What follows belongs to an exercise in optimizing a design on an open flow for small area, a short achievable clock period and few clock cycles per item; a production flow would make more cautious choices.
Only simulation tests tie the RTL to the original design; equivalence was not proved.
Power figures rest on the tool's default switching activity, not on a simulated workload.

Design multiplicacion, start of the top module:
module multiplicacion #(
    parameter N = 32
    ) (
    input logic clk, rst,
    input logic valid,
    input logic [N-1:0] A, B,
    output logic [2*N-1:0] Mult,
    output logic done
    );
Size: about 2500 cells after synthesis, ~130 I/O pins.
export LEC_CHECK = 0
export ABC_AREA = 1
export CAP_MARGIN = 20
export CORE_MARGIN = 2
export CORE_UTILIZATION = 62
export CTS_BUF_LIST = sky130_fd_sc_hd__clkbuf_4 sky130_fd_sc_hd__clkbuf_8
export SLEW_MARGIN = 20
export SYNTH_HIERARCHICAL = 1
create_clock -name core_clock -period 5.0 [get_ports {clk}]
standard.sh (not shown) runs the stock make flow with config.mk's settings and CLKGATE_MAP_FILE= SYNTH_SCRIPT=/design/flow/synth_recipe.tcl, a recipe that flattens the netlist after the stock synthesis.
==> flow/flow/run.sh <==
#!/bin/bash
set -e
cat standard.sh > standard_sh_copy.txt
export BUFFER_PORTS_ARGS="-buffer_cell sky130_fd_sc_hd__buf_4"
bash standard.sh > standard.log 2>&1
The first run passed the timing, DRC and antenna checks.
Testbench counts at the start, summed over its fixed seeds: cycles 2,408, items 2,400.
Edit:
- CORE_UTILIZATION: 62 -> 55
=>
- The new run went through all stages and came out clean
- cell count increases by 2.8%
- sequential power is about the same
- power decreases by 0.97%
- clock power decreases by about 5%
- setup slack is better by 0.043 ns
- routed wire length increases by 3.9%
- synthesized cell count is unchanged
- flip-flop and latch count is unchanged
- clock-buffer cell count stays the same
Edit:
- CORE_UTILIZATION: 55 -> 70
- CTS_BUF_LIST: sky130_fd_sc_hd__clkbuf_4 sky130_fd_sc_hd__clkbuf_8 -> not set
What happened:
- The changed run passed the timing, DRC and antenna checks
- count of clock-buffer cells in the layout grows by 4
- via count came out higher by 4.2%
- routed wire length shrinks by 2.7%
- core utilization is higher by 17 points
- final cell count went down by 4.7%
- global-route usage is higher by 8.4 points
- total power went up by 2.4%
- setup slack is worse by 0.13 ns
Edit:
- CORE_UTILIZATION: 70 -> 55
- GPL_TIMING_DRIVEN: not set -> 0
After rerunning: Now the flow ran to the end with violations: setup timing. Setup slack is worse by 0.43 ns. Die area grows by 27%. Power goes up by 2.4%. Final area drops by 0.80%. Via count came out lower by 2.3%. Area after synthesis is unchanged. Global-route usage goes down by 7.1 points. Worst hold slack is worse by 0.034 ns. Clock-buffer cell count falls by 3.
Edit:
==> flow/flow/run.sh (replaced) <==
#!/bin/bash
set -e
cat standard.sh > standard_sh_copy.txt
export BUFFER_PORTS_ARGS="-buffer_cell sky130_fd_sc_hd__buf_4"
bash standard.sh synth floorplan place > standard_place.log 2>&1
export SETUP_SLACK_MARGIN=0.7
bash standard.sh > standard.log 2>&1
- GPL_TIMING_DRIVEN: 0 -> not set
Outcome: The new run passed the timing, DRC and antenna checks; worst setup slack gets better by 0.62 ns; flip-flop and latch count stays the same; via count hardly moves; routed wire length went down by 2.0%; die area is unchanged.
Edit:
==> flow/flow/run.sh (replaced) <==
#!/bin/bash
set -e
cat standard.sh > standard_sh_copy.txt
export BUFFER_PORTS_ARGS="-buffer_cell sky130_fd_sc_hd__buf_2"
bash standard.sh > standard.log 2>&1
Combinational power drops by about 8%.
Routed wire length drops by 3.0%.
Sequential power drops by about 5%.
Die area stays the same.
Total power drops by 7.8%.
Flip-flop and latch count is unchanged.

Starting RTL as in the previous note.
## multiplicacion
module multiplicacion #(
    parameter N = 32
    ) (
    input logic clk, rst,
    input logic valid,
    input logic [N-1:0] A, B,
    output logic [2*N-1:0] Mult,
    output logic done
    );
  logic one0;
  logic two0;
  logic neg0;
  logic one1;
  logic two1;
  logic neg1;
  logic one2;
  logic two2;
  logic neg2;
  logic one3;
  logic two3;
  logic neg3;
  logic one4;
  logic two4;
  logic neg4;
  logic one5;
  logic two5;
  logic neg5;
  logic one6;
  logic two6;
  logic neg6;
  logic one7;
  logic two7;
  logic neg7;
  logic one8;
  logic two8;
  logic neg8;
  logic one9;
  logic two9;
  logic neg9;
  logic one10;
  logic two10;
  logic neg10;
  logic one11;
  logic two11;
  logic neg11;
  logic one12;
  logic two12;
  logic neg12;
  logic one13;
  logic two13;
  logic neg13;
  logic one14;
  logic two14;
  logic neg14;
  logic one15;
  logic two15;
  logic neg15;
  logic s1;
  logic c2;
  logic s3;
  logic c4;
  logic s5;
  logic c6;
  logic s7;
  logic c8;
  logic s9;
  logic c10;
  logic s11;
  logic c12;
  logic s13;
  logic c14;
  logic s15;
  logic c16;
  logic s17;
  logic c18;
  logic s19;
  logic c20;
  logic s21;
  logic c22;
  logic s23;
  logic c24;
  logic s25;
  logic c26;
  logic s27;
  logic c28;
  logic s29;
  logic c30;
  logic s31;
  logic c32;
  logic s33;
  logic c34;
  logic s35;
  logic c36;
  logic s37;
  logic c38;
  logic s39;
  logic c40;
  logic s41;
  logic c42;
  logic s43;
  logic c44;
  logic s45;
  logic c46;
  logic s47;
  logic c48;
  logic s49;
  logic c50;
  logic s51;
  logic c52;
  logic s53;
  logic c54;
  logic s55;
  logic c56;
  logic s57;
  logic c58;
  logic s59;
  logic c60;
  logic s61;
  logic c62;
  logic s63;
  logic c64;
  logic s65;
  logic c66;
  logic s67;
  logic c68;
  logic s69;
  logic c70;
  logic s71;
  logic c72;
  logic s73;
  logic c74;
  logic s75;
  logic c76;
  logic s77;
  logic c78;
  logic s79;
  logic c80;
  logic s81;
  logic c82;
  logic s83;
  logic c84;
  logic s85;
  logic c86;
  logic s87;
  logic c88;
  logic s89;
  logic c90;
  logic s91;
  ...
clock: 5.0 ns
lec_check: 0
abc_area: 1
cap_margin: 20
core_margin: 2
core_utilization: 48
cts_buf_list: sky130_fd_sc_hd__clkbuf_4 sky130_fd_sc_hd__clkbuf_8
slew_margin: 20
synth_hierarchical: 1
==> flow/flow/run.sh <==
#!/bin/bash
set -e
cat standard.sh > standard_sh_copy.txt
export BUFFER_PORTS_ARGS="-buffer_cell sky130_fd_sc_hd__buf_4"
bash standard.sh > standard.log 2>&1
The first run finished clean.
Testbench counts at the start, summed over its fixed seeds: cycles 2,408, items 2,400.
Change:
ABC_AREA = 0   (was 1)
CORE_UTILIZATION = 55   (was 48)
CTS_BUF_LIST = not set   (was sky130_fd_sc_hd__clkbuf_4 sky130_fd_sc_hd__clkbuf_8)
Now the flow finished with setup timing left.
Setup slack loses 0.68 ns.
Routed wire length goes up by well over a third.
Sequential share of layout area decreases by 1.5 points.
Design area goes up by about a fifth.
Power is higher by roughly a tenth.
Synthesized cell count climbs by well over a third.
Cell count goes up by a quarter to a third.
Global-route usage went up by 12 points.
First-iteration DRC count rose to 2.5 times its value.
Die area went up by a few percent.
Change:
ABC_AREA = 1   (was 0)
Now the flow finished clean.
Clock power falls by about 6%.
Routed wire length falls by 32%.
Non-clock buffer count falls by 177.
Change:
CAP_MARGIN = 0   (was 20)
SLEW_MARGIN = 0   (was 20)
Count of clock-buffer cells in the layout does not change.
Power stays the same.
Sequential share of layout area is unchanged.
Final area stays the same.

[port drivers added, routing unchanged]
The results above use ideal ports. As a check the final layouts listed here were re-extracted and re-timed, cells and wires unchanged.
Step 1, drivers: a clkbuf_16 drives clk and a buf_2 each remaining input, both assumed.
Step 2 also shifts input and output timing later by t, the mid clock arrival at the registers, as if the neighbouring blocks saw the same clock.
Three values: ideal ports, drivers, drivers and shift; two values: the first two.
run | shift t [ns] | setup slack, ns | worst slew at a driven data input, ns
the first run of note 1 | 0.617 | 0.493 / 0.438 / -0.090 | 0.07
the second run of note 1 | 0.615 | 0.536 / 0.477 / -0.004 | 0.09
the third run of note 1 | 0.524 | 0.408 / 0.435 / -0.089 | 0.07
the fourth run of note 1 | 0.532 | -0.021 / 0.017 / -0.515 | 0.09
the fifth run of note 1 | 0.542 | 0.602 / 0.631 / 0.089 | 0.09
the sixth run of note 1 | 0.553 | 0.470 / 0.509 / -0.044 | 0.07
the first run of note 2 | 0.619 | 0.495 / 0.441 / -0.077 | 0.06
the second run of note 2 | 0.557 | -0.185 / -0.250 / -0.376 | 0.07
the third run of note 2 | 0.538 | 0.525 / 0.548 / 0.010 | 0.09
the fourth run of note 2 | 0.538 | 0.525 / 0.548 / 0.010 | 0.09
With both steps, setup timing fails in 5 of these runs, where it was met with ideal ports. For the first run of note 1, which loses most, drivers alone change the setup slack by -0.055 ns; drivers and shift together by -0.583 ns.
